What follows belongs to an exercise in optimizing a design on an open flow for small area, a short achievable clock period and few clock cycles; a production flow would make more cautious choices. The RTL was checked by simulation tests, not by an equivalence proof against the original design. No activity file was given, so power comes from the tool's default toggle rates.

File: flow/config.mk
export PLATFORM = sky130hd
export DESIGN_NAME = signed_right_shift_mplier
export DESIGN_NICKNAME = signed_right_shift_mplier
export VERILOG_FILES = /design/flow/design.v
export SDC_FILE = /design/flow/constraint.sdc
export NUM_CORES = 4
export LEC_CHECK = 0
export CAP_MARGIN = 20
export CORE_MARGIN = 2
export CORE_UTILIZATION = 40
export SETUP_SLACK_MARGIN = 3.2
export SLEW_MARGIN = 20
export SYNTH_HIERARCHICAL = 1
File: flow/constraint.sdc
create_clock -name core_clock -period 5.0 [get_ports {clk}]
set_input_delay 1.0000 -clock core_clock [delete_from_list [all_inputs] [get_ports {clk}]]
set_output_delay 1.0000 -clock core_clock [all_outputs]
set_load 0.01 [all_outputs]
File: flow/design.v
module signed_right_shift_mplier #(
    parameter N = 32
)(
    input                 clk,
    input                 rst_n,       
    input    [N-1:0]      mcand,
    input    [N-1:0]      mplier,
    output   [2*N-1:0]    product,
    output                done
);
    reg  [31:0] mc;           
    reg  [31:0] pl;           
    reg  [3:0]  e_one, e_two, e_neg;   
    reg  [32:0] S, C;         
    reg  [7:0]  sl, cl;       
    reg         cin;          
    reg  [31:0] ph;           
    reg  [3:0]  e_onen, e_twon, e_negn;   
    reg         first;        
    reg         firstn;       
    reg  [2:0]  cnt;
    function [11:0] benc(input [8:0] b);
        integer k;
        reg x2, x1, x0;
        begin
            for (k = 0; k < 4; k = k + 1) begin
                x2 = b[2*k+2]; x1 = b[2*k+1]; x0 = b[2*k];
                benc[k]     = x1 ^ x0;                               
                benc[4+k]   = (x2 & ~x1 & ~x0) | (~x2 & x1 & x0);    
                benc[8+k]   = x2;                                    
            end
        end
    endfunction
    wire [11:0] enc_start = benc({mplier[7:0], 1'b0});
    wire [11:0] enc_next  = benc(pl[15:7]);
    wire [32:0] mx  = {mc[31], mc};
    wire [32:0] mx2 = {mc, 1'b0};
    wire [3:0]  one_h = ~e_onen, two_h = ~e_twon, neg_h = ~e_negn;
    wire [32:0] pp0, pp1, pp2, pp3;
    wire [32:0] sel0 = {({16{one_h[0]}} & mx[32:17]) | ({16{two_h[0]}} & mx2[32:17]),
                        ({17{e_one[0]}} & mx[16:0]) | ({17{e_two[0]}} & mx2[16:0])};
    wire [32:0] sel1 = {({16{one_h[1]}} & mx[32:17]) | ({16{two_h[1]}} & mx2[32:17]),
                        ({17{e_one[1]}} & mx[16:0]) | ({17{e_two[1]}} & mx2[16:0])};
    wire [32:0] sel2 = {({16{one_h[2]}} & mx[32:17]) | ({16{two_h[2]}} & mx2[32:17]),
                        ({17{e_one[2]}} & mx[16:0]) | ({17{e_two[2]}} & mx2[16:0])};
    wire [32:0] sel3 = {({16{one_h[3]}} & mx[32:17]) | ({16{two_h[3]}} & mx2[32:17]),
                        ({17{e_one[3]}} & mx[16:0]) | ({17{e_two[3]}} & mx2[16:0])};
    assign pp0 = (sel0 ^ {{16{neg_h[0]}}, {17{e_neg[0]}}}) ^ {1'b1, 32'b0};
    assign pp1 = (sel1 ^ {{16{neg_h[1]}}, {17{e_neg[1]}}}) ^ {1'b1, 32'b0};
    assign pp2 = (sel2 ^ {{16{neg_h[2]}}, {17{e_neg[2]}}}) ^ {1'b1, 32'b0};
    assign pp3 = (sel3 ^ {{16{neg_h[3]}}, {17{e_neg[3]}}}) ^ {1'b1, 32'b0};
    wire [32:0] negs;
    genvar g;
    generate
        for (g = 0; g < 33; g = g + 1) begin : g_negs
            if (g % 2 == 0 && g < 31) begin : g_e
                assign negs[g] = pl[g+1];
            end else begin : g_o
                assign negs[g] = 1'b0;
            end
        end
    endgenerate
    wire        first_h = ~firstn;
    wire [32:0] hs = {first_h ? negs[32:17] : S[32:17], first ? negs[16:0] : S[16:0]};
    wire [32:0] hc = {first_h ? {1'b1, 15'b0} : C[32:17], first ? 17'b0 : C[16:0]};
    wire hs0_ = hs[4] ^ hc[4];
    wire hc0_ = hs[4] & hc[4];
    wire fs0, fc0;
    csa_fa u_fa0 (.a(hs[5]), .b(hc[5]), .c(pp0[5]), .s(fs0), .co(fc0));
    wire fs1, fc1;
    csa_fa u_fa1 (.a(hs[6]), .b(hc[6]), .c(pp0[6]), .s(fs1), .co(fc1));
    wire hs1_ = pp1[4] ^ pp2[2];
    wire hc1_ = pp1[4] & pp2[2];
    wire fs2, fc2;
    csa_fa u_fa2 (.a(hs[7]), .b(hc[7]), .c(pp0[7]), .s(fs2), .co(fc2));
    wire fs3, fc3;
    csa_fa u_fa3 (.a(pp1[5]), .b(pp2[3]), .c(pp3[1]), .s(fs3), .co(fc3));
    wire fs4, fc4;
    csa_fa u_fa4 (.a(hs[8]), .b(hc[8]), .c(pp0[8]), .s(fs4), .co(fc4));
    wire fs5, fc5;
    csa_fa u_fa5 (.a(pp1[6]), .b(pp2[4]), .c(pp3[2]), .s(fs5), .co(fc5));
    wire fs6, fc6;
    csa_fa u_fa6 (.a(hs[9]), .b(hc[9]), .c(pp0[9]), .s(fs6), .co(fc6));
    wire fs7, fc7;
    csa_fa u_fa7 (.a(pp1[7]), .b(pp2[5]), .c(pp3[3]), .s(fs7), .co(fc7));
    wire fs8, fc8;
    csa_fa u_fa8 (.a(hs[10]), .b(hc[10]), .c(pp0[10]), .s(fs8), .co(fc8));
    wire fs9, fc9;
    csa_fa u_fa9 (.a(pp1[8]), .b(pp2[6]), .c(pp3[4]), .s(fs9), .co(fc9));
    wire fs10, fc10;
    csa_fa u_fa10 (.a(hs[11]), .b(hc[11]), .c(pp0[11]), .s(fs10), .co(fc10));
    wire fs11, fc11;
    csa_fa u_fa11 (.a(pp1[9]), .b(pp2[7]), .c(pp3[5]), .s(fs11), .co(fc11));
    wire fs12, fc12;
    csa_fa u_fa12 (.a(hs[12]), .b(hc[12]), .c(pp0[12]), .s(fs12), .co(fc12));
    wire fs13, fc13;
    csa_fa u_fa13 (.a(pp1[10]), .b(pp2[8]), .c(pp3[6]), .s(fs13), .co(fc13));
    wire fs14, fc14;
    csa_fa u_fa14 (.a(hs[13]), .b(hc[13]), .c(pp0[13]), .s(fs14), .co(fc14));
    wire fs15, fc15;
    csa_fa u_fa15 (.a(pp1[11]), .b(pp2[9]), .c(pp3[7]), .s(fs15), .co(fc15));
    wire fs16, fc16;
    csa_fa u_fa16 (.a(hs[14]), .b(hc[14]), .c(pp0[14]), .s(fs16), .co(fc16));
    wire fs17, fc17;
    csa_fa u_fa17 (.a(pp1[12]), .b(pp2[10]), .c(pp3[8]), .s(fs17), .co(fc17));
    wire fs18, fc18;
    csa_fa u_fa18 (.a(hs[15]), .b(hc[15]), .c(pp0[15]), .s(fs18), .co(fc18));
    wire fs19, fc19;
    csa_fa u_fa19 (.a(pp1[13]), .b(pp2[11]), .c(pp3[9]), .s(fs19), .co(fc19));
    wire fs20, fc20;
    csa_fa u_fa20 (.a(hs[16]), .b(hc[16]), .c(pp0[16]), .s(fs20), .co(fc20));
    wire fs21, fc21;
    csa_fa u_fa21 (.a(pp1[14]), .b(pp2[12]), .c(pp3[10]), .s(fs21), .co(fc21));
    wire fs22, fc22;
    csa_fa u_fa22 (.a(hs[17]), .b(hc[17]), .c(pp0[17]), .s(fs22), .co(fc22));
    wire fs23, fc23;
    csa_fa u_fa23 (.a(pp1[15]), .b(pp2[13]), .c(pp3[11]), .s(fs23), .co(fc23));
    wire fs24, fc24;
    csa_fa u_fa24 (.a(hs[18]), .b(hc[18]), .c(pp0[18]), .s(fs24), .co(fc24));
    wire fs25, fc25;
    csa_fa u_fa25 (.a(pp1[16]), .b(pp2[14]), .c(pp3[12]), .s(fs25), .co(fc25));
    wire fs26, fc26;
    csa_fa u_fa26 (.a(hs[19]), .b(hc[19]), .c(pp0[19]), .s(fs26), .co(fc26));
    wire fs27, fc27;
    csa_fa u_fa27 (.a(pp1[17]), .b(pp2[15]), .c(pp3[13]), .s(fs27), .co(fc27));
    wire fs28, fc28;
    csa_fa u_fa28 (.a(hs[20]), .b(hc[20]), .c(pp0[20]), .s(fs28), .co(fc28));
    wire fs29, fc29;
    csa_fa u_fa29 (.a(pp1[18]), .b(pp2[16]), .c(pp3[14]), .s(fs29), .co(fc29));
    wire fs30, fc30;
    csa_fa u_fa30 (.a(hs[21]), .b(hc[21]), .c(pp0[21]), .s(fs30), .co(fc30));
    wire fs31, fc31;
    csa_fa u_fa31 (.a(pp1[19]), .b(pp2[17]), .c(pp3[15]), .s(fs31), .co(fc31));
    wire fs32, fc32;
    csa_fa u_fa32 (.a(hs[22]), .b(hc[22]), .c(pp0[22]), .s(fs32), .co(fc32));
    wire fs33, fc33;
    csa_fa u_fa33 (.a(pp1[20]), .b(pp2[18]), .c(pp3[16]), .s(fs33), .co(fc33));
    wire fs34, fc34;
    csa_fa u_fa34 (.a(hs[23]), .b(hc[23]), .c(pp0[23]), .s(fs34), .co(fc34));
    wire fs35, fc35;
    csa_fa u_fa35 (.a(pp1[21]), .b(pp2[19]), .c(pp3[17]), .s(fs35), .co(fc35));
    wire fs36, fc36;
    csa_fa u_fa36 (.a(hs[24]), .b(hc[24]), .c(pp0[24]), .s(fs36), .co(fc36));
    wire fs37, fc37;
    csa_fa u_fa37 (.a(pp1[22]), .b(pp2[20]), .c(pp3[18]), .s(fs37), .co(fc37));
    wire fs38, fc38;
    csa_fa u_fa38 (.a(hs[25]), .b(hc[25]), .c(pp0[25]), .s(fs38), .co(fc38));
    wire fs39, fc39;
    csa_fa u_fa39 (.a(pp1[23]), .b(pp2[21]), .c(pp3[19]), .s(fs39), .co(fc39));
    wire fs40, fc40;
    csa_fa u_fa40 (.a(hs[26]), .b(hc[26]), .c(pp0[26]), .s(fs40), .co(fc40));
    wire fs41, fc41;
    csa_fa u_fa41 (.a(pp1[24]), .b(pp2[22]), .c(pp3[20]), .s(fs41), .co(fc41));
    wire fs42, fc42;
    csa_fa u_fa42 (.a(hs[27]), .b(hc[27]), .c(pp0[27]), .s(fs42), .co(fc42));
    wire fs43, fc43;
    csa_fa u_fa43 (.a(pp1[25]), .b(pp2[23]), .c(pp3[21]), .s(fs43), .co(fc43));
    wire fs44, fc44;
    csa_fa u_fa44 (.a(hs[28]), .b(hc[28]), .c(pp0[28]), .s(fs44), .co(fc44));
    wire fs45, fc45;
    csa_fa u_fa45 (.a(pp1[26]), .b(pp2[24]), .c(pp3[22]), .s(fs45), .co(fc45));
    wire fs46, fc46;
    csa_fa u_fa46 (.a(hs[29]), .b(hc[29]), .c(pp0[29]), .s(fs46), .co(fc46));
    wire fs47, fc47;
    csa_fa u_fa47 (.a(pp1[27]), .b(pp2[25]), .c(pp3[23]), .s(fs47), .co(fc47));
    wire fs48, fc48;
    csa_fa u_fa48 (.a(hs[30]), .b(hc[30]), .c(pp0[30]), .s(fs48), .co(fc48));
    wire fs49, fc49;
    csa_fa u_fa49 (.a(pp1[28]), .b(pp2[26]), .c(pp3[24]), .s(fs49), .co(fc49));
    wire fs50, fc50;
    csa_fa u_fa50 (.a(hs[31]), .b(hc[31]), .c(pp0[31]), .s(fs50), .co(fc50));
    wire fs51, fc51;
    csa_fa u_fa51 (.a(pp1[29]), .b(pp2[27]), .c(pp3[25]), .s(fs51), .co(fc51));
    wire fs52, fc52;
    csa_fa u_fa52 (.a(hs[32]), .b(hc[32]), .c(pp0[32]), .s(fs52), .co(fc52));
    wire fs53, fc53;
    csa_fa u_fa53 (.a(pp1[30]), .b(pp2[28]), .c(pp3[26]), .s(fs53), .co(fc53));
    wire fs54 = ~(pp1[31] ^ pp2[29]);
    wire fc54 = pp1[31] | pp2[29];
    wire hs2_ = hs[2] ^ hc[2];
    wire hc2_ = hs[2] & hc[2];
    wire fs55, fc55;
    csa_fa u_fa55 (.a(hs[3]), .b(hc[3]), .c(pp0[3]), .s(fs55), .co(fc55));
    wire fs56, fc56;
    csa_fa u_fa56 (.a(hs0_), .b(pp0[4]), .c(pp1[2]), .s(fs56), .co(fc56));
    wire fs57, fc57;
    csa_fa u_fa57 (.a(hc0_), .b(pp1[3]), .c(pp2[1]), .s(fs57), .co(fc57));
    wire fs58, fc58;
    csa_fa u_fa58 (.a(pp3[0]), .b(hs1_), .c(fc0), .s(fs58), .co(fc58));
    wire fs59, fc59;
    csa_fa u_fa59 (.a(hc1_), .b(fc1), .c(fs2), .s(fs59), .co(fc59));
    wire fs60, fc60;
    csa_fa u_fa60 (.a(fc2), .b(fc3), .c(fs4), .s(fs60), .co(fc60));
    wire fs61, fc61;
    csa_fa u_fa61 (.a(fc4), .b(fc5), .c(fs6), .s(fs61), .co(fc61));
    wire fs62, fc62;
    csa_fa u_fa62 (.a(fc6), .b(fc7), .c(fs8), .s(fs62), .co(fc62));
    wire fs63, fc63;
    csa_fa u_fa63 (.a(fc8), .b(fc9), .c(fs10), .s(fs63), .co(fc63));
    wire fs64, fc64;
    csa_fa u_fa64 (.a(fc10), .b(fc11), .c(fs12), .s(fs64), .co(fc64));
    wire fs65, fc65;
    csa_fa u_fa65 (.a(fc12), .b(fc13), .c(fs14), .s(fs65), .co(fc65));
    wire fs66, fc66;
    csa_fa u_fa66 (.a(fc14), .b(fc15), .c(fs16), .s(fs66), .co(fc66));
    wire fs67, fc67;
    csa_fa u_fa67 (.a(fc16), .b(fc17), .c(fs18), .s(fs67), .co(fc67));
    wire fs68, fc68;
    csa_fa u_fa68 (.a(fc18), .b(fc19), .c(fs20), .s(fs68), .co(fc68));
    wire fs69, fc69;
    csa_fa u_fa69 (.a(fc20), .b(fc21), .c(fs22), .s(fs69), .co(fc69));
    wire fs70, fc70;
    csa_fa u_fa70 (.a(fc22), .b(fc23), .c(fs24), .s(fs70), .co(fc70));
    wire fs71, fc71;
    csa_fa u_fa71 (.a(fc24), .b(fc25), .c(fs26), .s(fs71), .co(fc71));
    wire fs72, fc72;
    csa_fa u_fa72 (.a(fc26), .b(fc27), .c(fs28), .s(fs72), .co(fc72));
    wire fs73, fc73;
    csa_fa u_fa73 (.a(fc28), .b(fc29), .c(fs30), .s(fs73), .co(fc73));
    wire fs74, fc74;
    csa_fa u_fa74 (.a(fc30), .b(fc31), .c(fs32), .s(fs74), .co(fc74));
    wire fs75, fc75;
    csa_fa u_fa75 (.a(fc32), .b(fc33), .c(fs34), .s(fs75), .co(fc75));
    wire fs76, fc76;
    csa_fa u_fa76 (.a(fc34), .b(fc35), .c(fs36), .s(fs76), .co(fc76));
    wire fs77, fc77;
    csa_fa u_fa77 (.a(fc36), .b(fc37), .c(fs38), .s(fs77), .co(fc77));
    wire fs78, fc78;
    csa_fa u_fa78 (.a(fc38), .b(fc39), .c(fs40), .s(fs78), .co(fc78));
    wire fs79, fc79;
    csa_fa u_fa79 (.a(fc40), .b(fc41), .c(fs42), .s(fs79), .co(fc79));
    wire fs80, fc80;
    csa_fa u_fa80 (.a(fc42), .b(fc43), .c(fs44), .s(fs80), .co(fc80));
    wire fs81, fc81;
    csa_fa u_fa81 (.a(fc44), .b(fc45), .c(fs46), .s(fs81), .co(fc81));
    wire fs82, fc82;
    csa_fa u_fa82 (.a(fc46), .b(fc47), .c(fs48), .s(fs82), .co(fc82));
    wire fs83, fc83;
    csa_fa u_fa83 (.a(fc48), .b(fc49), .c(fs50), .s(fs83), .co(fc83));
    wire fs84, fc84;
    csa_fa u_fa84 (.a(fc50), .b(fc51), .c(fs52), .s(fs84), .co(fc84));
    wire fs85, fc85;
    csa_fa u_fa85 (.a(pp3[27]), .b(fc52), .c(fc53), .s(fs85), .co(fc85));
    wire fs86, fc86;
    csa_fa u_fa86 (.a(pp1[32]), .b(pp2[30]), .c(pp3[28]), .s(fs86), .co(fc86));
    wire hs3_ = 1'b1 ^ pp2[31];
    wire hc3_ = 1'b1 & pp2[31];
    wire fs87, fc87;
    csa_fa u_fa87 (.a(hs[0]), .b(hc[0]), .c(pp0[0]), .s(fs87), .co(fc87));
    wire fs88, fc88;
    csa_fa u_fa88 (.a(hs[1]), .b(hc[1]), .c(pp0[1]), .s(fs88), .co(fc88));
    wire fs89, fc89;
    csa_fa u_fa89 (.a(hs2_), .b(pp0[2]), .c(pp1[0]), .s(fs89), .co(fc89));
    wire fs90, fc90;
    csa_fa u_fa90 (.a(hc2_), .b(pp1[1]), .c(fs55), .s(fs90), .co(fc90));
    wire fs91, fc91;
    csa_fa u_fa91 (.a(pp2[0]), .b(fc55), .c(fs56), .s(fs91), .co(fc91));
    wire fs92, fc92;
    csa_fa u_fa92 (.a(fc56), .b(fs0), .c(fs57), .s(fs92), .co(fc92));
    wire fs93, fc93;
    csa_fa u_fa93 (.a(fc57), .b(fs1), .c(fs58), .s(fs93), .co(fc93));
    wire fs94, fc94;
    csa_fa u_fa94 (.a(fs3), .b(fc58), .c(fs59), .s(fs94), .co(fc94));
    wire fs95, fc95;
    csa_fa u_fa95 (.a(fs5), .b(fc59), .c(fs60), .s(fs95), .co(fc95));
    wire fs96, fc96;
    csa_fa u_fa96 (.a(fs7), .b(fc60), .c(fs61), .s(fs96), .co(fc96));
    wire fs97, fc97;
    csa_fa u_fa97 (.a(fs9), .b(fc61), .c(fs62), .s(fs97), .co(fc97));
    wire fs98, fc98;
    csa_fa u_fa98 (.a(fs11), .b(fc62), .c(fs63), .s(fs98), .co(fc98));
    wire fs99, fc99;
    csa_fa u_fa99 (.a(fs13), .b(fc63), .c(fs64), .s(fs99), .co(fc99));
    wire fs100, fc100;
    csa_fa u_fa100 (.a(fs15), .b(fc64), .c(fs65), .s(fs100), .co(fc100));
    wire fs101, fc101;
    csa_fa u_fa101 (.a(fs17), .b(fc65), .c(fs66), .s(fs101), .co(fc101));
    wire fs102, fc102;
    csa_fa u_fa102 (.a(fs19), .b(fc66), .c(fs67), .s(fs102), .co(fc102));
    wire fs103, fc103;
    csa_fa u_fa103 (.a(fs21), .b(fc67), .c(fs68), .s(fs103), .co(fc103));
    wire fs104, fc104;
    csa_fa u_fa104 (.a(fs23), .b(fc68), .c(fs69), .s(fs104), .co(fc104));
    wire fs105, fc105;
    csa_fa u_fa105 (.a(fs25), .b(fc69), .c(fs70), .s(fs105), .co(fc105));
    wire fs106, fc106;
    csa_fa u_fa106 (.a(fs27), .b(fc70), .c(fs71), .s(fs106), .co(fc106));
    wire fs107, fc107;
    csa_fa u_fa107 (.a(fs29), .b(fc71), .c(fs72), .s(fs107), .co(fc107));
    wire fs108, fc108;
    csa_fa u_fa108 (.a(fs31), .b(fc72), .c(fs73), .s(fs108), .co(fc108));
    wire fs109, fc109;
    csa_fa u_fa109 (.a(fs33), .b(fc73), .c(fs74), .s(fs109), .co(fc109));
    wire fs110, fc110;
    csa_fa u_fa110 (.a(fs35), .b(fc74), .c(fs75), .s(fs110), .co(fc110));
    wire fs111, fc111;
    csa_fa u_fa111 (.a(fs37), .b(fc75), .c(fs76), .s(fs111), .co(fc111));
    wire fs112, fc112;
    csa_fa u_fa112 (.a(fs39), .b(fc76), .c(fs77), .s(fs112), .co(fc112));
    wire fs113, fc113;
    csa_fa u_fa113 (.a(fs41), .b(fc77), .c(fs78), .s(fs113), .co(fc113));
    wire fs114, fc114;
    csa_fa u_fa114 (.a(fs43), .b(fc78), .c(fs79), .s(fs114), .co(fc114));
    wire fs115, fc115;
    csa_fa u_fa115 (.a(fs45), .b(fc79), .c(fs80), .s(fs115), .co(fc115));
    wire fs116, fc116;
    csa_fa u_fa116 (.a(fs47), .b(fc80), .c(fs81), .s(fs116), .co(fc116));
    wire fs117, fc117;
    csa_fa u_fa117 (.a(fs49), .b(fc81), .c(fs82), .s(fs117), .co(fc117));
    wire fs118, fc118;
    csa_fa u_fa118 (.a(fs51), .b(fc82), .c(fs83), .s(fs118), .co(fc118));
    wire fs119, fc119;
    csa_fa u_fa119 (.a(fs53), .b(fc83), .c(fs84), .s(fs119), .co(fc119));
    wire fs120, fc120;
    csa_fa u_fa120 (.a(fs54), .b(fs85), .c(fc84), .s(fs120), .co(fc120));
    wire fs121, fc121;
    csa_fa u_fa121 (.a(fc54), .b(fs86), .c(fc85), .s(fs121), .co(fc121));
    wire fs122, fc122;
    csa_fa u_fa122 (.a(pp3[29]), .b(hs3_), .c(fc86), .s(fs122), .co(fc122));
    wire fs123, fc123;
    csa_fa u_fa123 (.a(pp2[32]), .b(pp3[30]), .c(hc3_), .s(fs123), .co(fc123));
    wire hs4_ = 1'b1 ^ pp3[31];
    wire hc4_ = 1'b1 & pp3[31];
    wire [40:0] cs_s = {1'b0, 1'b1, pp3[32], hs4_, fs123, fs122, fs121, fs120, fs119, fs118, fs117, fs116, fs115, fs114, fs113, fs112, fs111, fs110, fs109, fs108, fs107, fs106, fs105, fs104, fs103, fs102, fs101, fs100, fs99, fs98, fs97, fs96, fs95, fs94, fs93, fs92, fs91, fs90, fs89, fs88, fs87};
    wire [40:0] cs_c = {1'b0, 1'b0, hc4_, fc123, fc122, fc121, fc120, fc119, fc118, fc117, fc116, fc115, fc114, fc113, fc112, fc111, fc110, fc109, fc108, fc107, fc106, fc105, fc104, fc103, fc102, fc101, fc100, fc99, fc98, fc97, fc96, fc95, fc94, fc93, fc92, fc91, fc90, fc89, fc88, fc87, 1'b0};
    wire [39:0] fa_a = {S[31:0], sl};
    wire [39:0] fa_b = {C[31:0], cl[7:1], cin};
    wire [39:0] pg_g = fa_a & fa_b;
    wire [39:0] pg_p = fa_a ^ fa_b;
    wire sk_g0_1;
    pfx_gray u_sk0 (.gh(pg_g[1]), .ph(pg_p[1]), .gl(pg_g[0]), .g(sk_g0_1));
    wire sk_g0_3, sk_p0_3;
    pfx_black u_sk1 (.gh(pg_g[3]), .ph(pg_p[3]), .gl(pg_g[2]), .pl(pg_p[2]), .g(sk_g0_3), .p(sk_p0_3));
    wire sk_g0_5, sk_p0_5;
    pfx_black u_sk2 (.gh(pg_g[5]), .ph(pg_p[5]), .gl(pg_g[4]), .pl(pg_p[4]), .g(sk_g0_5), .p(sk_p0_5));
    wire sk_g0_7, sk_p0_7;
    pfx_black u_sk3 (.gh(pg_g[7]), .ph(pg_p[7]), .gl(pg_g[6]), .pl(pg_p[6]), .g(sk_g0_7), .p(sk_p0_7));
    wire sk_g0_9, sk_p0_9;
    pfx_black u_sk4 (.gh(pg_g[9]), .ph(pg_p[9]), .gl(pg_g[8]), .pl(pg_p[8]), .g(sk_g0_9), .p(sk_p0_9));
    wire sk_g0_11, sk_p0_11;
    pfx_black u_sk5 (.gh(pg_g[11]), .ph(pg_p[11]), .gl(pg_g[10]), .pl(pg_p[10]), .g(sk_g0_11), .p(sk_p0_11));
    wire sk_g0_13, sk_p0_13;
    pfx_black u_sk6 (.gh(pg_g[13]), .ph(pg_p[13]), .gl(pg_g[12]), .pl(pg_p[12]), .g(sk_g0_13), .p(sk_p0_13));
    wire sk_g0_15, sk_p0_15;
    pfx_black u_sk7 (.gh(pg_g[15]), .ph(pg_p[15]), .gl(pg_g[14]), .pl(pg_p[14]), .g(sk_g0_15), .p(sk_p0_15));
    wire sk_g0_17, sk_p0_17;
    pfx_black u_sk8 (.gh(pg_g[17]), .ph(pg_p[17]), .gl(pg_g[16]), .pl(pg_p[16]), .g(sk_g0_17), .p(sk_p0_17));
    wire sk_g0_19, sk_p0_19;
    pfx_black u_sk9 (.gh(pg_g[19]), .ph(pg_p[19]), .gl(pg_g[18]), .pl(pg_p[18]), .g(sk_g0_19), .p(sk_p0_19));
    wire sk_g0_21, sk_p0_21;
    pfx_black u_sk10 (.gh(pg_g[21]), .ph(pg_p[21]), .gl(pg_g[20]), .pl(pg_p[20]), .g(sk_g0_21), .p(sk_p0_21));
    wire sk_g0_23, sk_p0_23;
    pfx_black u_sk11 (.gh(pg_g[23]), .ph(pg_p[23]), .gl(pg_g[22]), .pl(pg_p[22]), .g(sk_g0_23), .p(sk_p0_23));
    wire sk_g0_25, sk_p0_25;
    pfx_black u_sk12 (.gh(pg_g[25]), .ph(pg_p[25]), .gl(pg_g[24]), .pl(pg_p[24]), .g(sk_g0_25), .p(sk_p0_25));
    wire sk_g0_27, sk_p0_27;
    pfx_black u_sk13 (.gh(pg_g[27]), .ph(pg_p[27]), .gl(pg_g[26]), .pl(pg_p[26]), .g(sk_g0_27), .p(sk_p0_27));
    wire sk_g0_29, sk_p0_29;
    pfx_black u_sk14 (.gh(pg_g[29]), .ph(pg_p[29]), .gl(pg_g[28]), .pl(pg_p[28]), .g(sk_g0_29), .p(sk_p0_29));
    wire sk_g0_31, sk_p0_31;
    pfx_black u_sk15 (.gh(pg_g[31]), .ph(pg_p[31]), .gl(pg_g[30]), .pl(pg_p[30]), .g(sk_g0_31), .p(sk_p0_31));
    wire sk_g0_33, sk_p0_33;
    pfx_black u_sk16 (.gh(pg_g[33]), .ph(pg_p[33]), .gl(pg_g[32]), .pl(pg_p[32]), .g(sk_g0_33), .p(sk_p0_33));
    wire sk_g0_35, sk_p0_35;
    pfx_black u_sk17 (.gh(pg_g[35]), .ph(pg_p[35]), .gl(pg_g[34]), .pl(pg_p[34]), .g(sk_g0_35), .p(sk_p0_35));
    wire sk_g0_37, sk_p0_37;
    pfx_black u_sk18 (.gh(pg_g[37]), .ph(pg_p[37]), .gl(pg_g[36]), .pl(pg_p[36]), .g(sk_g0_37), .p(sk_p0_37));
    wire sk_g0_39, sk_p0_39;
    pfx_black u_sk19 (.gh(pg_g[39]), .ph(pg_p[39]), .gl(pg_g[38]), .pl(pg_p[38]), .g(sk_g0_39), .p(sk_p0_39));
    wire sk_g1_2;
    pfx_gray u_sk20 (.gh(pg_g[2]), .ph(pg_p[2]), .gl(sk_g0_1), .g(sk_g1_2));
    wire sk_g1_3;
    pfx_gray u_sk21 (.gh(sk_g0_3), .ph(sk_p0_3), .gl(sk_g0_1), .g(sk_g1_3));
    wire sk_g1_6, sk_p1_6;
    pfx_black u_sk22 (.gh(pg_g[6]), .ph(pg_p[6]), .gl(sk_g0_5), .pl(sk_p0_5), .g(sk_g1_6), .p(sk_p1_6));
    wire sk_g1_7, sk_p1_7;
    pfx_black u_sk23 (.gh(sk_g0_7), .ph(sk_p0_7), .gl(sk_g0_5), .pl(sk_p0_5), .g(sk_g1_7), .p(sk_p1_7));
    wire sk_g1_10, sk_p1_10;
    pfx_black u_sk24 (.gh(pg_g[10]), .ph(pg_p[10]), .gl(sk_g0_9), .pl(sk_p0_9), .g(sk_g1_10), .p(sk_p1_10));
    wire sk_g1_11, sk_p1_11;
    pfx_black u_sk25 (.gh(sk_g0_11), .ph(sk_p0_11), .gl(sk_g0_9), .pl(sk_p0_9), .g(sk_g1_11), .p(sk_p1_11));
    wire sk_g1_14, sk_p1_14;
    pfx_black u_sk26 (.gh(pg_g[14]), .ph(pg_p[14]), .gl(sk_g0_13), .pl(sk_p0_13), .g(sk_g1_14), .p(sk_p1_14));
    wire sk_g1_15, sk_p1_15;
    pfx_black u_sk27 (.gh(sk_g0_15), .ph(sk_p0_15), .gl(sk_g0_13), .pl(sk_p0_13), .g(sk_g1_15), .p(sk_p1_15));
    wire sk_g1_18, sk_p1_18;
    pfx_black u_sk28 (.gh(pg_g[18]), .ph(pg_p[18]), .gl(sk_g0_17), .pl(sk_p0_17), .g(sk_g1_18), .p(sk_p1_18));
    wire sk_g1_19, sk_p1_19;
    pfx_black u_sk29 (.gh(sk_g0_19), .ph(sk_p0_19), .gl(sk_g0_17), .pl(sk_p0_17), .g(sk_g1_19), .p(sk_p1_19));
    wire sk_g1_22, sk_p1_22;
    pfx_black u_sk30 (.gh(pg_g[22]), .ph(pg_p[22]), .gl(sk_g0_21), .pl(sk_p0_21), .g(sk_g1_22), .p(sk_p1_22));
    wire sk_g1_23, sk_p1_23;
    pfx_black u_sk31 (.gh(sk_g0_23), .ph(sk_p0_23), .gl(sk_g0_21), .pl(sk_p0_21), .g(sk_g1_23), .p(sk_p1_23));
    wire sk_g1_26, sk_p1_26;
    pfx_black u_sk32 (.gh(pg_g[26]), .ph(pg_p[26]), .gl(sk_g0_25), .pl(sk_p0_25), .g(sk_g1_26), .p(sk_p1_26));
    wire sk_g1_27, sk_p1_27;
    pfx_black u_sk33 (.gh(sk_g0_27), .ph(sk_p0_27), .gl(sk_g0_25), .pl(sk_p0_25), .g(sk_g1_27), .p(sk_p1_27));
    wire sk_g1_30, sk_p1_30;
    pfx_black u_sk34 (.gh(pg_g[30]), .ph(pg_p[30]), .gl(sk_g0_29), .pl(sk_p0_29), .g(sk_g1_30), .p(sk_p1_30));
    wire sk_g1_31, sk_p1_31;
    pfx_black u_sk35 (.gh(sk_g0_31), .ph(sk_p0_31), .gl(sk_g0_29), .pl(sk_p0_29), .g(sk_g1_31), .p(sk_p1_31));
    wire sk_g1_34, sk_p1_34;
    pfx_black u_sk36 (.gh(pg_g[34]), .ph(pg_p[34]), .gl(sk_g0_33), .pl(sk_p0_33), .g(sk_g1_34), .p(sk_p1_34));
    wire sk_g1_35, sk_p1_35;
    pfx_black u_sk37 (.gh(sk_g0_35), .ph(sk_p0_35), .gl(sk_g0_33), .pl(sk_p0_33), .g(sk_g1_35), .p(sk_p1_35));
    wire sk_g1_38, sk_p1_38;
    pfx_black u_sk38 (.gh(pg_g[38]), .ph(pg_p[38]), .gl(sk_g0_37), .pl(sk_p0_37), .g(sk_g1_38), .p(sk_p1_38));
    wire sk_g1_39, sk_p1_39;
    pfx_black u_sk39 (.gh(sk_g0_39), .ph(sk_p0_39), .gl(sk_g0_37), .pl(sk_p0_37), .g(sk_g1_39), .p(sk_p1_39));
    wire sk_g2_4;
    pfx_gray u_sk40 (.gh(pg_g[4]), .ph(pg_p[4]), .gl(sk_g1_3), .g(sk_g2_4));
    wire sk_g2_5;
    pfx_gray u_sk41 (.gh(sk_g0_5), .ph(sk_p0_5), .gl(sk_g1_3), .g(sk_g2_5));
    wire sk_g2_6;
    pfx_gray u_sk42 (.gh(sk_g1_6), .ph(sk_p1_6), .gl(sk_g1_3), .g(sk_g2_6));
    wire sk_g2_7;
    pfx_gray u_sk43 (.gh(sk_g1_7), .ph(sk_p1_7), .gl(sk_g1_3), .g(sk_g2_7));
    wire sk_g2_12, sk_p2_12;
    pfx_black u_sk44 (.gh(pg_g[12]), .ph(pg_p[12]), .gl(sk_g1_11), .pl(sk_p1_11), .g(sk_g2_12), .p(sk_p2_12));
    wire sk_g2_13, sk_p2_13;
    pfx_black u_sk45 (.gh(sk_g0_13), .ph(sk_p0_13), .gl(sk_g1_11), .pl(sk_p1_11), .g(sk_g2_13), .p(sk_p2_13));
    wire sk_g2_14, sk_p2_14;
    pfx_black u_sk46 (.gh(sk_g1_14), .ph(sk_p1_14), .gl(sk_g1_11), .pl(sk_p1_11), .g(sk_g2_14), .p(sk_p2_14));
    wire sk_g2_15, sk_p2_15;
    pfx_black u_sk47 (.gh(sk_g1_15), .ph(sk_p1_15), .gl(sk_g1_11), .pl(sk_p1_11), .g(sk_g2_15), .p(sk_p2_15));
    wire sk_g2_20, sk_p2_20;
    pfx_black u_sk48 (.gh(pg_g[20]), .ph(pg_p[20]), .gl(sk_g1_19), .pl(sk_p1_19), .g(sk_g2_20), .p(sk_p2_20));
    wire sk_g2_21, sk_p2_21;
    pfx_black u_sk49 (.gh(sk_g0_21), .ph(sk_p0_21), .gl(sk_g1_19), .pl(sk_p1_19), .g(sk_g2_21), .p(sk_p2_21));
    wire sk_g2_22, sk_p2_22;
    pfx_black u_sk50 (.gh(sk_g1_22), .ph(sk_p1_22), .gl(sk_g1_19), .pl(sk_p1_19), .g(sk_g2_22), .p(sk_p2_22));
    wire sk_g2_23, sk_p2_23;
    pfx_black u_sk51 (.gh(sk_g1_23), .ph(sk_p1_23), .gl(sk_g1_19), .pl(sk_p1_19), .g(sk_g2_23), .p(sk_p2_23));
    wire sk_g2_28, sk_p2_28;
    pfx_black u_sk52 (.gh(pg_g[28]), .ph(pg_p[28]), .gl(sk_g1_27), .pl(sk_p1_27), .g(sk_g2_28), .p(sk_p2_28));
    wire sk_g2_29, sk_p2_29;
    pfx_black u_sk53 (.gh(sk_g0_29), .ph(sk_p0_29), .gl(sk_g1_27), .pl(sk_p1_27), .g(sk_g2_29), .p(sk_p2_29));
    wire sk_g2_30, sk_p2_30;
    pfx_black u_sk54 (.gh(sk_g1_30), .ph(sk_p1_30), .gl(sk_g1_27), .pl(sk_p1_27), .g(sk_g2_30), .p(sk_p2_30));
    wire sk_g2_31, sk_p2_31;
    pfx_black u_sk55 (.gh(sk_g1_31), .ph(sk_p1_31), .gl(sk_g1_27), .pl(sk_p1_27), .g(sk_g2_31), .p(sk_p2_31));
    wire sk_g2_36, sk_p2_36;
    pfx_black u_sk56 (.gh(pg_g[36]), .ph(pg_p[36]), .gl(sk_g1_35), .pl(sk_p1_35), .g(sk_g2_36), .p(sk_p2_36));
    wire sk_g2_37, sk_p2_37;
    pfx_black u_sk57 (.gh(sk_g0_37), .ph(sk_p0_37), .gl(sk_g1_35), .pl(sk_p1_35), .g(sk_g2_37), .p(sk_p2_37));
    wire sk_g2_38, sk_p2_38;
    pfx_black u_sk58 (.gh(sk_g1_38), .ph(sk_p1_38), .gl(sk_g1_35), .pl(sk_p1_35), .g(sk_g2_38), .p(sk_p2_38));
    wire sk_g2_39, sk_p2_39;
    pfx_black u_sk59 (.gh(sk_g1_39), .ph(sk_p1_39), .gl(sk_g1_35), .pl(sk_p1_35), .g(sk_g2_39), .p(sk_p2_39));
    wire sk_g3_8;
    pfx_gray u_sk60 (.gh(pg_g[8]), .ph(pg_p[8]), .gl(sk_g2_7), .g(sk_g3_8));
    wire sk_g3_9;
    pfx_gray u_sk61 (.gh(sk_g0_9), .ph(sk_p0_9), .gl(sk_g2_7), .g(sk_g3_9));
    wire sk_g3_10;
    pfx_gray u_sk62 (.gh(sk_g1_10), .ph(sk_p1_10), .gl(sk_g2_7), .g(sk_g3_10));
    wire sk_g3_11;
    pfx_gray u_sk63 (.gh(sk_g1_11), .ph(sk_p1_11), .gl(sk_g2_7), .g(sk_g3_11));
    wire sk_g3_12;
    pfx_gray u_sk64 (.gh(sk_g2_12), .ph(sk_p2_12), .gl(sk_g2_7), .g(sk_g3_12));
    wire sk_g3_13;
    pfx_gray u_sk65 (.gh(sk_g2_13), .ph(sk_p2_13), .gl(sk_g2_7), .g(sk_g3_13));
    wire sk_g3_14;
    pfx_gray u_sk66 (.gh(sk_g2_14), .ph(sk_p2_14), .gl(sk_g2_7), .g(sk_g3_14));
    wire sk_g3_15;
    pfx_gray u_sk67 (.gh(sk_g2_15), .ph(sk_p2_15), .gl(sk_g2_7), .g(sk_g3_15));
    wire sk_g3_24, sk_p3_24;
    pfx_black u_sk68 (.gh(pg_g[24]), .ph(pg_p[24]), .gl(sk_g2_23), .pl(sk_p2_23), .g(sk_g3_24), .p(sk_p3_24));
    wire sk_g3_25, sk_p3_25;
    pfx_black u_sk69 (.gh(sk_g0_25), .ph(sk_p0_25), .gl(sk_g2_23), .pl(sk_p2_23), .g(sk_g3_25), .p(sk_p3_25));
    wire sk_g3_26, sk_p3_26;
    pfx_black u_sk70 (.gh(sk_g1_26), .ph(sk_p1_26), .gl(sk_g2_23), .pl(sk_p2_23), .g(sk_g3_26), .p(sk_p3_26));
    wire sk_g3_27, sk_p3_27;
    pfx_black u_sk71 (.gh(sk_g1_27), .ph(sk_p1_27), .gl(sk_g2_23), .pl(sk_p2_23), .g(sk_g3_27), .p(sk_p3_27));
    wire sk_g3_28, sk_p3_28;
    pfx_black u_sk72 (.gh(sk_g2_28), .ph(sk_p2_28), .gl(sk_g2_23), .pl(sk_p2_23), .g(sk_g3_28), .p(sk_p3_28));
    wire sk_g3_29, sk_p3_29;
    pfx_black u_sk73 (.gh(sk_g2_29), .ph(sk_p2_29), .gl(sk_g2_23), .pl(sk_p2_23), .g(sk_g3_29), .p(sk_p3_29));
    wire sk_g3_30, sk_p3_30;
    pfx_black u_sk74 (.gh(sk_g2_30), .ph(sk_p2_30), .gl(sk_g2_23), .pl(sk_p2_23), .g(sk_g3_30), .p(sk_p3_30));
    wire sk_g3_31, sk_p3_31;
    pfx_black u_sk75 (.gh(sk_g2_31), .ph(sk_p2_31), .gl(sk_g2_23), .pl(sk_p2_23), .g(sk_g3_31), .p(sk_p3_31));
    wire sk_g4_16;
    pfx_gray u_sk76 (.gh(pg_g[16]), .ph(pg_p[16]), .gl(sk_g3_15), .g(sk_g4_16));
    wire sk_g4_17;
    pfx_gray u_sk77 (.gh(sk_g0_17), .ph(sk_p0_17), .gl(sk_g3_15), .g(sk_g4_17));
    wire sk_g4_18;
    pfx_gray u_sk78 (.gh(sk_g1_18), .ph(sk_p1_18), .gl(sk_g3_15), .g(sk_g4_18));
    wire sk_g4_19;
    pfx_gray u_sk79 (.gh(sk_g1_19), .ph(sk_p1_19), .gl(sk_g3_15), .g(sk_g4_19));
    wire sk_g4_20;
    pfx_gray u_sk80 (.gh(sk_g2_20), .ph(sk_p2_20), .gl(sk_g3_15), .g(sk_g4_20));
    wire sk_g4_21;
    pfx_gray u_sk81 (.gh(sk_g2_21), .ph(sk_p2_21), .gl(sk_g3_15), .g(sk_g4_21));
    wire sk_g4_22;
    pfx_gray u_sk82 (.gh(sk_g2_22), .ph(sk_p2_22), .gl(sk_g3_15), .g(sk_g4_22));
    wire sk_g4_23;
    pfx_gray u_sk83 (.gh(sk_g2_23), .ph(sk_p2_23), .gl(sk_g3_15), .g(sk_g4_23));
    wire sk_g4_24;
    pfx_gray u_sk84 (.gh(sk_g3_24), .ph(sk_p3_24), .gl(sk_g3_15), .g(sk_g4_24));
    wire sk_g4_25;
    pfx_gray u_sk85 (.gh(sk_g3_25), .ph(sk_p3_25), .gl(sk_g3_15), .g(sk_g4_25));
    wire sk_g4_26;
    pfx_gray u_sk86 (.gh(sk_g3_26), .ph(sk_p3_26), .gl(sk_g3_15), .g(sk_g4_26));
    wire sk_g4_27;
    pfx_gray u_sk87 (.gh(sk_g3_27), .ph(sk_p3_27), .gl(sk_g3_15), .g(sk_g4_27));
    wire sk_g4_28;
    pfx_gray u_sk88 (.gh(sk_g3_28), .ph(sk_p3_28), .gl(sk_g3_15), .g(sk_g4_28));
    wire sk_g4_29;
    pfx_gray u_sk89 (.gh(sk_g3_29), .ph(sk_p3_29), .gl(sk_g3_15), .g(sk_g4_29));
    wire sk_g4_30;
    pfx_gray u_sk90 (.gh(sk_g3_30), .ph(sk_p3_30), .gl(sk_g3_15), .g(sk_g4_30));
    wire sk_g4_31;
    pfx_gray u_sk91 (.gh(sk_g3_31), .ph(sk_p3_31), .gl(sk_g3_15), .g(sk_g4_31));
    wire sk_g5_32;
    pfx_gray u_sk92 (.gh(pg_g[32]), .ph(pg_p[32]), .gl(sk_g4_31), .g(sk_g5_32));
    wire sk_g5_33;
    pfx_gray u_sk93 (.gh(sk_g0_33), .ph(sk_p0_33), .gl(sk_g4_31), .g(sk_g5_33));
    wire sk_g5_34;
    pfx_gray u_sk94 (.gh(sk_g1_34), .ph(sk_p1_34), .gl(sk_g4_31), .g(sk_g5_34));
    wire sk_g5_35;
    pfx_gray u_sk95 (.gh(sk_g1_35), .ph(sk_p1_35), .gl(sk_g4_31), .g(sk_g5_35));
    wire sk_g5_36;
    pfx_gray u_sk96 (.gh(sk_g2_36), .ph(sk_p2_36), .gl(sk_g4_31), .g(sk_g5_36));
    wire sk_g5_37;
    pfx_gray u_sk97 (.gh(sk_g2_37), .ph(sk_p2_37), .gl(sk_g4_31), .g(sk_g5_37));
    wire sk_g5_38;
    pfx_gray u_sk98 (.gh(sk_g2_38), .ph(sk_p2_38), .gl(sk_g4_31), .g(sk_g5_38));
    wire sk_g5_39;
    pfx_gray u_sk99 (.gh(sk_g2_39), .ph(sk_p2_39), .gl(sk_g4_31), .g(sk_g5_39));
    wire [39:0] fsum;
    assign fsum[0] = pg_p[0];
    assign fsum[1] = pg_p[1] ^ pg_g[0];
    assign fsum[2] = pg_p[2] ^ sk_g0_1;
    assign fsum[3] = pg_p[3] ^ sk_g1_2;
    assign fsum[4] = pg_p[4] ^ sk_g1_3;
    assign fsum[5] = pg_p[5] ^ sk_g2_4;
    assign fsum[6] = pg_p[6] ^ sk_g2_5;
    assign fsum[7] = pg_p[7] ^ sk_g2_6;
    assign fsum[8] = pg_p[8] ^ sk_g2_7;
    assign fsum[9] = pg_p[9] ^ sk_g3_8;
    assign fsum[10] = pg_p[10] ^ sk_g3_9;
    assign fsum[11] = pg_p[11] ^ sk_g3_10;
    assign fsum[12] = pg_p[12] ^ sk_g3_11;
    assign fsum[13] = pg_p[13] ^ sk_g3_12;
    assign fsum[14] = pg_p[14] ^ sk_g3_13;
    assign fsum[15] = pg_p[15] ^ sk_g3_14;
    assign fsum[16] = pg_p[16] ^ sk_g3_15;
    assign fsum[17] = pg_p[17] ^ sk_g4_16;
    assign fsum[18] = pg_p[18] ^ sk_g4_17;
    assign fsum[19] = pg_p[19] ^ sk_g4_18;
    assign fsum[20] = pg_p[20] ^ sk_g4_19;
    assign fsum[21] = pg_p[21] ^ sk_g4_20;
    assign fsum[22] = pg_p[22] ^ sk_g4_21;
    assign fsum[23] = pg_p[23] ^ sk_g4_22;
    assign fsum[24] = pg_p[24] ^ sk_g4_23;
    assign fsum[25] = pg_p[25] ^ sk_g4_24;
    assign fsum[26] = pg_p[26] ^ sk_g4_25;
    assign fsum[27] = pg_p[27] ^ sk_g4_26;
    assign fsum[28] = pg_p[28] ^ sk_g4_27;
    assign fsum[29] = pg_p[29] ^ sk_g4_28;
    assign fsum[30] = pg_p[30] ^ sk_g4_29;
    assign fsum[31] = pg_p[31] ^ sk_g4_30;
    assign fsum[32] = pg_p[32] ^ sk_g4_31;
    assign fsum[33] = pg_p[33] ^ sk_g5_32;
    assign fsum[34] = pg_p[34] ^ sk_g5_33;
    assign fsum[35] = pg_p[35] ^ sk_g5_34;
    assign fsum[36] = pg_p[36] ^ sk_g5_35;
    assign fsum[37] = pg_p[37] ^ sk_g5_36;
    assign fsum[38] = pg_p[38] ^ sk_g5_37;
    assign fsum[39] = pg_p[39] ^ sk_g5_38;
    wire cout = sk_g2_7;
    always @(posedge clk) begin
        first  <= ~rst_n;
        firstn <= rst_n;
        if (!rst_n) begin
            mc    <= mcand;
            pl    <= mplier;
            e_one <= enc_start[3:0];
            e_two <= enc_start[7:4];
            e_neg <= enc_start[11:8];
            e_onen <= ~enc_start[3:0];
            e_twon <= ~enc_start[7:4];
            e_negn <= ~enc_start[11:8];
            cnt   <= 3'd0;
        end else begin
            pl    <= {fsum[7:0], pl[31:8]};
            e_one <= enc_next[3:0];
            e_two <= enc_next[7:4];
            e_neg <= enc_next[11:8];
            e_onen <= ~enc_next[3:0];
            e_twon <= ~enc_next[7:4];
            e_negn <= ~enc_next[11:8];
            cnt   <= cnt + 3'd1;
        end
        S   <= cs_s[40:8];
        C   <= cs_c[40:8];
        sl  <= cs_s[7:0];
        cl  <= cs_c[7:0];
        cin <= first ? 1'b0 : cout;
        ph  <= fsum[39:8];
    end
    assign product = {ph, pl};
    assign done    = (cnt == 3'd5);
endmodule
module pfx_black (
    input  gh,
    input  ph,
    input  gl,
    input  pl,
    output g,
    output p
);
    assign g = gh | (ph & gl);
    assign p = ph & pl;
endmodule
module pfx_gray (
    input  gh,
    input  ph,
    input  gl,
    output g
);
    assign g = gh | (ph & gl);
endmodule
module csa_fa (
    input  a,
    input  b,
    input  c,
    output s,
    output co
);
    wire t;
    csa_xor u_x (.a(a), .b(b), .y(t));
    assign s  = t ^ c;
    assign co = (a & b) | (a & c) | (b & c);
endmodule
module csa_xor (
    input  a,
    input  b,
    output y
);
    assign y = a ^ b;
endmodule
File: flow/flow/run.sh
#!/bin/bash
# Standard ORFS layout, but with small buffers on the ports instead of the
# delay cells buffer_ports picks by default.  Each tool's output is logged
# by ORFS under orfs/logs; make's own output goes to flow_make.log.
set -euo pipefail
export BUFFER_PORTS_ARGS="-buffer_cell sky130_fd_sc_hd__buf_1"
bash standard.sh > flow_make.log 2>&1
File: flow/standard.sh
#!/bin/bash
# synth_recipe.tcl (not shown) runs the flow's synth.tcl, then flattens the netlist and writes it again
# the make line also repeats each setting of config.mk as NAME=value (left out here)
make -C /OpenROAD-flow-scripts/flow DESIGN_CONFIG=/design/flow/config.mk WORK_HOME=/design/flow/orfs CLKGATE_MAP_FILE= SYNTH_SCRIPT=/design/flow/synth_recipe.tcl "${@:-finish}"
==> impl_metrics.yaml, run 1 <==
placed_design:
  place_area_sq_um: 15100
  hpwl_mm: 25.6
  post-place-ws_ns: 2.46
  dp.cells: 1846
  gp_congestion: 0.807
  portBuffers: 130
grt:
  grt_usage_pct: 21.6
  grt.overflow.total: 0
  grt_max_degree: 63
  grt_pass1_vias: 10500
  grt_antenna_before_repair: 1
  grt_pass1_wl_mm: 59.3
worst_setup_path:
  required_ns: 4.00
  crit_end: "done"
  r2r_start: "mc[2]$_DFFE_PN_"
  reg2reg_setup_slack_ns: 2.82
  critPathLaunch: "cnt[1]$_SDFF_PN0_"
  slowest_delay_ns: 0.34
  cp-start-kind: "flip-flop"
  crit_path_cell_trace: "inv_2 > ha_4 > and2_4 > buf_6"
  reg2reg_depth: 7
  critPathMaxFanout: 2
  worst_ep_arrival_time_ns: 1.23
  timing.rr.end: "C[1]$_DFF_P_"
  crit_slowest_cell: "dfxtp_2"
  crit_type: "flip-flop to output port"
  cp-end-kind: "output port"
synthesis:
  ys_seq_area_share_pct: 31.7
  async_flop_share_pct: 0
  yosys_warnings: 7
  avgSynthCellArea_sq_um: 10.2
  synth_ff_type: "dfxtp_1"
  ys_seq_elements: 199
  synth_cell_type_count: 36
  synth_area_sq_um: 13600
  synth_enable_flop_cells: 32
  synthCells: 1336
clocking:
  cts-root-buf: "clkbuf_16"
  clock-sinks: 199
  clkLatencyLatePin_ns: 0.47
  clkSlewWorstSetupHoldPaths_ns: 0.08
  cts_tree: "yes"
  cts_inserted_buffers: 17
  h-tree-depth: 4
  clockBufferDepth: 2
cells_and_area:
  areaGrowthSynthToFinish_pct: 45.0
  nets: 1718
  layout_commonest_cell: "xor2_1"
  num_antenna_cells: 0
  finalInstanceArea_sq_um: 19700
  utilization_pct: 58.8
  drive_above_1_share_pct: 51.2
  final_cells: 2068
  layout_common_cells: "xor2_1 (261), buf_4 (134), maj3_2 (123), a21o_1 (93), dfxtp_1 (86)"
die:
  core_sq_um: 33500
  rows: 67
  die_x_um: 188
  die_h_um: 188
  dieArea_sq_um: 35500
  ios: 131
  initial_utilization_pct: 40.5
routing:
  wl_met3_mm: 2.08
  ant_nets: 0
  routed_wl_mm: 39.9
  route.met2.wl_mm: 18.1
  wl_met1_mm: 18.9
  wl_per_cell_um: 19.3
  via_per_inst: 5.19
  drt_iter0_drc: 647
  top_layer_used: "met4"
  via_count: 10700
  drc_errors: 0
  dr.pass1.iters: 5
power:
  power_density_nw_per_um2: 749
  irDropWorstVdd_mv: 0.391
  leakage_nw: 8.48
sta:
  fin_tns_setup_ns: 0
  final.period_utilization_pct: 44.7
  max_freq_mhz: 448
  finalWorstSetupSlack_ns: 2.77
  rsz0062_at_grt: "yes"
  fin_skew_ns: 0.0100
  maxSlewHeadroom_pct: 64.2
  fin_crit_ns: 2.23
  setup_viol_count_final: 0
  hold_violations: 0
  drv_slew: 0
  max_slew.worst_pin.slew_ns: 0.537
hold_path:
  hold_path_class: "flip-flop to flip-flop"
run_status:
  status: "timing/DRC/antenna clean"
run:
  cap_violations: 0
## how the worst min path moves through the flow
stage	start	endpoint	slack (ns)	cells after the start
3_3_place_gp	cnt[0]$_SDFF_PN0_	cnt[0]$_SDFF_PN0_	0.43	1
3_5_place_dp	cnt[0]$_SDFF_PN0_	cnt[0]$_SDFF_PN0_	0.45	1
2_1_floorplan	cnt[0]$_SDFF_PN0_	cnt[0]$_SDFF_PN0_	0.42	1
4_1_cts	pl[16]$_DFF_P_	pl[8]$_DFF_P_	0.50	1
6_report	cnt[0]$_SDFF_PN0_	cnt[0]$_SDFF_PN0_	0.47	1
5_1_grt	cnt[0]$_SDFF_PN0_	cnt[0]$_SDFF_PN0_	0.48	1
## registers in the layout, indices dropped and copies added, names as in the netlist, 4 cells and up
name and cells:
cl 7, C 31, pl 29, S 31
e_one 4, sl 8, e_onen 4, e_two 4
ph 32, mc 32, e_twon 4, e_negn 4
## Yosys cell counts, types with 26 or more instances
master	count	area share [%]
xor2_1	284	18
o22ai_1	59	2.7
inv_1	26	0.72
ha_1	45	4.1
dfxtp_1	167	25
nor2b_1	28	1.3
a21o_1	97	5.4
maj3_2	123	10
and2_1	81	3.7
xnor2_1	142	9.2
a22oi_1	64	3.5
mux2_2	37	3.1
buf_2	32	1.2
edfxtp_1	32	7.1
## report_power, final
group          internal (mW)  leakage [nW]  switching, mW
combinational           5.30          6.44           4.86
sequential              2.48          1.74          0.625
clock                  0.732         0.302          0.767
total                   8.51          8.48           6.25
## Yosys stat by module, one instance, submodules excluded
module	cells inside	cell area, sq um	copies in the design	flops+latches
csa_xor	1	8.76	123	0
pfx_gray	1	7.51	38	0
signed_right_shift_mplier	813	8970	1	199
csa_fa	2	20.0	123	0
pfx_black	2	13.8	58	0
## worst max-delay path, delay by kind of cell, from the launching register on
kind          cells  cell delay, ns
fa+ha+maj         1            0.14
buf+inv           2            0.15
flops             1            0.34
simple gates      1            0.13
## stage by stage
step                      hold slack [ns]  total power, mW
after floorplan                     0.421             9.43
after global placement              0.433             10.8
after detailed placement            0.454             10.9
after CTS                           0.502             13.7
after global routing                0.477             15.8
final                               0.469             14.8
## cell type report
type,count,area (sq um)
well taps,448,561
repair buffers,326,2870
repair inverters,1,7.51
multi-input cells,1036,11000
fillers,2673,13800
clock inverters,15,201
inverters,26,164
clock buffers,17,425
flip-flops and latches,199,4510
## kinds of logic (layout without fill, tap and decap cells)
logic type	count (synthesis)	after routing	share of synthesized area [%]
multiplexers	39	39	3.21
other	1	4	0.0276
buffers and inverters	104	385	3.81
AO/OA/AOI/OAI	249	249	13.0
adder cells (fa/ha/maj)	168	168	14.3
flip-flops	199	199	31.7
AND/OR/NAND/NOR	150	150	6.53
XOR/XNOR	426	426	27.5
## per-layer routing
layer | GRT usage (%) | up-vias
li1 | - | 5143
met1 | 31.0 | 5242
met2 | 33.3 | 298
met3 | 3.73 | 43
met4 | 6.43 | 0
met5 | 0 | -
## what timing repair did
action | in CTS | in global routing
hold endpoints to repair | 0 | 0
gates resized for setup | 351 | 162
endpoints found under the setup margin | 207 | 165
buffers inserted | 131 | 53
pin swaps | 169 | 131
cloned | 5 | 1
hold buffers | 0 | 0
Testbench counts, summed over its fixed seeds: cycles 48,000.
==> run 2: changes to the inputs <==
--- a/flow/config.mk
+++ b/flow/config.mk
@@ -8,6 +8,6 @@
 export CAP_MARGIN = 20
 export CORE_MARGIN = 2
 export CORE_UTILIZATION = 40
-export SETUP_SLACK_MARGIN = 3.2
+export SETUP_SLACK_MARGIN = 3.0
 export SLEW_MARGIN = 20
 export SYNTH_HIERARCHICAL = 1
==> impl_metrics.yaml, run 2 <==
routing:
  wl_per_cell_um: 19.5
  via_per_inst: 5.23
  drc_errors: 0
  dr.pass1.iters: 6
  via_count: 10800
  routed_wl_mm: 40.3
  drt_iter0_drc: 784
  ant_nets: 0
grt:
  grt_pass1_wl_mm: 55.8
  grt_antenna_before_repair: 0
  grt_pass1_vias: 10000
  grt_usage_pct: 20.2
  grt_max_degree: 63
  grt.overflow.total: 0
cells_and_area:
  top_regs: "mc (32), ph (32)"
  layout_common_cells: "xor2_1 (248), buf_4 (135), maj3_2 (123), dfxtp_1 (115), buf_1 (101)"
  regArea_sq_um: 4470
  layout_commonest_cell: "xor2_1"
  nets: 1713
  drive_above_1_share_pct: 44.8
  multi_input_area_sq_um: 10500
  fillCellCount: 2773
  num_antenna_cells: 0
  areaGrowthSynthToFinish_pct: 37.7
run:
  cap_violations: 0
sta:
  rsz0062_at_grt: "yes"
  fin_crit_ns: 2.24
  max_freq_mhz: 446
  holdWs_ns: 0.448
  finalWorstSetupSlack_ns: 2.76
  max_slew.worst_pin.slew_ns: 0.798
  fin_skew_ns: 0.0140
  final.period_utilization_pct: 44.9
  drv_slew: 0
  maxSlewHeadroom_pct: 46.7
  fin_tns_setup_ns: 0
  hold_violations: 0
  setup_viol_count_final: 0
synthesis:
  synthAdderAreaFrac_pct: 14.3
  synth_top_cell_by_area: "dfxtp_1"
  async_flop_share_pct: 0
  netlist.area_leader.share_pct: 24.6
  synthCells: 1336
  avgSynthCellArea_sq_um: 10.2
  synth_enable_flop_cells: 32
  yosys_warnings: 7
  ys_seq_area_share_pct: 31.7
  synthMostInstantiatedCell: "xor2_1"
  synthSimpleGateAreaFrac_pct: 6.53
  synth_top_family_by_area: "XOR/XNOR gates"
  muxShareOfSynthArea_pct: 3.21
  synth_area_sq_um: 13600
  ys_seq_elements: 199
  synth_compound_area_share_pct: 13.0
  synthTopCellsByArea: "dfxtp_1 (25%), xor2_1 (18%), maj3_2 (10%)"
  synth_cell_type_count: 36
  synth_ff_type: "dfxtp_1"
  synth_xor_xnor_area_share_pct: 27.5
  synth.top_cells.by_count: "xor2_1 (284), dfxtp_1 (167), xnor2_1 (142), maj3_2 (123), a21o_1 (97)"
die:
  core_sq_um: 33500
  dieArea_sq_um: 35500
  initial_utilization_pct: 40.5
  ios: 131
  rows: 67
  die_h_um: 188
  die_x_um: 188
placed_design:
  hpwl_mm: 25.2
  post-place-ws_ns: 2.48
  gp_congestion: 0.834
  portBuffers: 130
worst_setup_path:
  critPathMaxFanout: 2
  reg2reg_setup_slack_ns: 2.81
  reg2reg_depth: 7
  r2r_start: "mc[14]$_DFFE_PN_"
  cp-end-kind: "output port"
  required_ns: 4.00
  worst_ep_arrival_time_ns: 1.24
  crit_type: "flip-flop to output port"
  timing.rr.end: "S[9]$_DFF_P_"
  cp-start-kind: "flip-flop"
clocking:
  cts_inserted_buffers: 17
  clkLatencyLatePin_ns: 0.46
  clkSlewWorstSetupHoldPaths_ns: 0.08
  cts_tree: "yes"
  clock-sinks: 199
  h-tree-depth: 4
  clockBufferDepth: 2
  cts-root-buf: "clkbuf_16"
hold_path:
  holdCritStartpoint: "cnt[0]$_SDFF_PN0_"
  holdPathStages: 1
  hold_end: "cnt[0]$_SDFF_PN0_"
  hold_path_class: "flip-flop to flip-flop"
power:
  leakage_nw: 8.03
  power_density_nw_per_um2: 753
  power_mw: 14.1
  irDropWorstVdd_mv: 0.398
run_status:
  status: "timing/DRC/antenna clean"
## run 2: cell counts after synthesis
Identical to the previous run, type by type.
## run 2: repair_timing
item	CTS	global route
hold buffers	0	0
pin swaps	83	168
gates cloned	3	0
buffers inserted	97	88
resized for setup	273	219
setup endpoints to repair	109	106
## run 2: report_power, final
part	internal (mW)	total [mW]	switching (mW)
logic	4.88	9.62	4.74
registers	2.45	3.03	0.578
clock network	0.696	1.44	0.741
total	8.03	14.1	6.05
## run 2: how the worst max path moves through the flow
stage | end | start | slack (ns)
2_1_floorplan | ph[28]$_DFF_P_ | cl[1]$_DFF_P_ | 2.85
3_3_place_gp | S[9]$_DFF_P_ | pl[7]$_DFF_P_ | 2.40
3_5_place_dp | S[13]$_DFF_P_ | firstn$_DFF_P_ | 2.48
4_1_cts | done | cnt[1]$_SDFF_PN0_ | 2.74
5_1_grt | done | cnt[1]$_SDFF_PN0_ | 2.70
6_report | done | cnt[1]$_SDFF_PN0_ | 2.76
## run 2: cell type report
| type | instances | area share [%] |
|---|---|---|
| multi-input cells | 1036 | 56.2 |
| flip-flops and latches | 199 | 23.9 |
| repair buffers | 322 | 12.8 |
| well taps | 448 | 3.00 |
| clock buffers | 18 | 2.35 |
| clock inverters | 14 | 0.930 |
| inverters | 26 | 0.769 |
## run 2: kinds of logic (layout without fill, tap and decap cells)
group           after synthesis  in the layout
xor+xnor                    426            426
compound gates              249            249
flops                       199            199
fa+ha+maj                   168            168
simple gates                150            150
buf+inv                     104            380
mux                          39             39
other cells                   1              4
## run 2: critical path, cell delays in order (launching register included)
cell and delay, ns:
dfxtp_2 0.34, inv_2 0.04, ha_4 0.14, and2_4 0.15, buf_6 0.11
## run 2: stage by stage
| stage | cells | util [%] | area [sq um] |
|---|---|---|---|
| after CTS | 1975 | 49.8 | 16700 |
| after detailed placement | 1843 | 42.6 | 14300 |
| after global placement | 1843 | 42.6 | 14300 |
| after global routing | 2063 | 55.8 | 18700 |
| after floorplan | 1339 | - | 13700 |
| final | 2063 | 55.8 | 18700 |
## run 2: per-layer routing
| layer | vias to the layer above | wire [um] | GRT usage [%] | part of all wire, % |
|---|---|---|---|---|
| met2 | 358 | 19300 | 32.9 | 48 |
| li1 | 5103 | - | - | - |
| met5 | - | 0 | 0 | 0 |
| met1 | 5261 | 17300 | 26.5 | 43 |
| met3 | 74 | 2360 | 4.88 | 5.9 |
| met4 | 0 | 1240 | 6.55 | 3.1 |
## run 2: per-module statistics from Yosys (local to each module, per instance)
module | copies in the design | area (sq um)
pfx_black | 58 | 13.8
pfx_gray | 38 | 7.51
csa_fa | 123 | 20.0
signed_right_shift_mplier | 1 | 8970
csa_xor | 123 | 8.76
==> run 3: changes to the inputs <==
--- a/flow/config.mk
+++ b/flow/config.mk
@@ -8,6 +8,6 @@
 export CAP_MARGIN = 20
 export CORE_MARGIN = 2
 export CORE_UTILIZATION = 40
-export SETUP_SLACK_MARGIN = 3.0
+export SETUP_SLACK_MARGIN = 2.8
 export SLEW_MARGIN = 20
 export SYNTH_HIERARCHICAL = 1
==> impl_metrics.yaml, run 3 <==
worst_setup_path:
  cp-end-kind: "output port"
  required_ns: 4.00
  crit_type: "flip-flop to output port"
  critPathMaxFanout: 2
  cp-start-kind: "flip-flop"
  worst_ep_arrival_time_ns: 1.21
clocking:
  clkLatencyLatePin_ns: 0.46
  clkSlewWorstSetupHoldPaths_ns: 0.08
  cts_inserted_buffers: 17
  cts_tree: "yes"
  cts-root-buf: "clkbuf_16"
  clockBufferDepth: 2
  clock-sinks: 199
  h-tree-depth: 4
synthesis:
  synthTopCellsByArea: "dfxtp_1 (25%), xor2_1 (18%), maj3_2 (10%)"
  synth_enable_flop_cells: 32
  ys_seq_area_share_pct: 31.7
  synth_area_sq_um: 13600
  synth_top_cell_by_area: "dfxtp_1"
  async_flop_share_pct: 0
  avgSynthCellArea_sq_um: 10.2
  synth_ff_type: "dfxtp_1"
  synthCells: 1336
  netlist.area_leader.share_pct: 24.6
  synth_cell_type_count: 36
  synthMostInstantiatedCell: "xor2_1"
  ys_seq_elements: 199
  yosys_warnings: 7
  synth.top_cells.by_count: "xor2_1 (284), dfxtp_1 (167), xnor2_1 (142), maj3_2 (123), a21o_1 (97)"
sta:
  fin_tns_setup_ns: 0
  final.period_utilization_pct: 44.3
  hold_violations: 0
  max_freq_mhz: 452
  fin_skew_ns: 0.0138
  max_slew.worst_pin.slew_ns: 0.801
  setup_viol_count_final: 0
  maxSlewHeadroom_pct: 46.5
  rsz0062_at_grt: "yes"
  finalWorstSetupSlack_ns: 2.79
  drv_slew: 0
  fin_crit_ns: 2.21
die:
  ios: 131
  die_x_um: 188
  dieArea_sq_um: 35500
  die_h_um: 188
  rows: 67
  core_sq_um: 33500
  initial_utilization_pct: 40.5
placed_design:
  portBuffers: 130
  dp.cells: 1844
  place_area_sq_um: 14300
  hpwl_mm: 24.9
  gp_congestion: 0.831
  post-place-ws_ns: 2.44
cells_and_area:
  areaGrowthSynthToFinish_pct: 15.1
  num_antenna_cells: 0
  drive_above_1_share_pct: 22.9
  nets: 1558
  final_cells: 1908
  fillCellCount: 3218
  finalInstanceArea_sq_um: 15600
  layout_commonest_cell: "xor2_1"
  layout_common_cells: "xor2_1 (280), xnor2_1 (134), buf_1 (127), dfxtp_1 (126), maj3_2 (123)"
  top_regs: "mc (32), ph (32)"
routing:
  wl_per_cell_um: 17.4
  via_count: 9654
  drt_iter0_drc: 577
  routed_wl_mm: 33.2
  drc_errors: 0
  dr.pass1.iters: 6
  via_per_inst: 5.06
  ant_nets: 0
grt:
  grt_usage_pct: 18.5
  grt_antenna_before_repair: 1
  grt_pass1_wl_mm: 51.2
  grt_max_degree: 63
  grt_pass1_vias: 9134
  grt.overflow.total: 0
power:
  irDropWorstVdd_mv: 0.347
  leakage_nw: 6.57
  power_mw: 12.6
  power_density_nw_per_um2: 804
run:
  cap_violations: 0
run_status:
  status: "timing/DRC/antenna clean"
hold_path:
  hold_path_class: "flip-flop to flip-flop"
run 3: repair_timing:
action	in CTS	in global routing
hold endpoints to repair	0	0
resized for setup	50	81
setup endpoints to repair	96	60
pin swaps	10	21
hold buffers	0	0
setup buffers	12	20
run 3: layer usage:
metal	part of all wire, %	GRT usage (%)
met2	45	28.6
met5	0.030	0
met4	1.9	5.62
met1	47	25.7
met3	5.2	3.91
run 3: Yosys stat by module, one instance, submodules excluded:
module	flip-flops and latches	cells inside	copies in the design	cell area, sq um
pfx_gray	0	1	38	7.51
csa_fa	0	2	123	20.0
signed_right_shift_mplier	199	813	1	8970
pfx_black	0	2	58	13.8
csa_xor	0	1	123	8.76
run 3: per-stage QoR:
step / hold WS [ns] / utilization, %
global route: 0.464 / 46.7
CTS: 0.457 / 45.0
global placement: 0.423 / 42.6
finish: 0.446 / 46.7
floorplan: 0.406 / -
detailed placement: 0.437 / 42.6
run 3: worst paths after layout:
path,start,depth (start not counted),to,slack [ns]
max,cnt[1]$_SDFF_PN0_,4,done,2.79
min,cnt[0]$_SDFF_PN0_,1,cnt[0]$_SDFF_PN0_,0.45
max reg2reg,cl[1]$_DFF_P_,8,ph[30]$_DFF_P_,2.83
min reg2reg,cnt[0]$_SDFF_PN0_,1,cnt[0]$_SDFF_PN0_,0.45
run 3: kinds of logic after synthesis:
family / synth area share [%]
adders and majority gates: 14.3
and+or+nand+nor: 6.53
muxes: 3.21
other: 0.0276
AOI/OAI and AO/OA: 13.0
DFF: 31.7
buffers and inverters: 3.81
xor gates and xnor gates: 27.5
run 3: critical path, cell delays in order, from the launching register on:
cell     delay, ns
dfxtp_2       0.34
inv_2         0.04
ha_4          0.14
and2_4        0.13
buf_6         0.11
run 3: layout make-up:
cell class	instances	area, sq um	area share [%]
repair buffers	167	817	5.22
clock inverters	15	194	1.24
clock buffers	17	425	2.72
inverters	26	101	0.648
multi-input cells	1036	9150	58.5
well taps	448	561	3.58
flip-flops and latches	199	4400	28.1
run 3: report_power, final:
part	switching [mW]	internal [mW]	total [mW]
clock	0.748	0.689	1.44
combinational	4.06	4.02	8.08
sequential	0.630	2.43	3.06

-- afterwards: timing with drivers on the ports --
The flow's constraints put no driver on any port. The routed layouts listed below were extracted and timed again, unchanged, in two steps.
Step 1: set_driving_cell puts a clkbuf_16 on clk and a buf_2 on each other input, an assumption about the parent block.
Step 2 adds t to the input delays and takes it off the output delays; t is the mean of the earliest and latest rising clock arrival at the registers after step 1. Input paths then give back, and output paths get back, about the clock's delay inside the block.
Three values: no drivers, after step 1, after step 2; two values: the first two.
run | shift t [ns] | slack for setup (ns) | latest minus earliest clock arrival (ns) | cell pins on the clock port's net
run 1 | 0.514 | 2.767 / 2.714 / 2.797 | 0.010 / 0.011 | 1
run 2 | 0.508 | 2.757 / 2.707 / 2.633 | 0.015 / 0.016 | 1
run 3 | 0.505 | 2.785 / 2.734 / 2.608 | 0.014 / 0.014 | 1
After both steps every run listed still meets setup and hold. For run 3, which loses most, drivers alone change the setup slack by -0.051 ns; drivers and shift together by -0.177 ns.
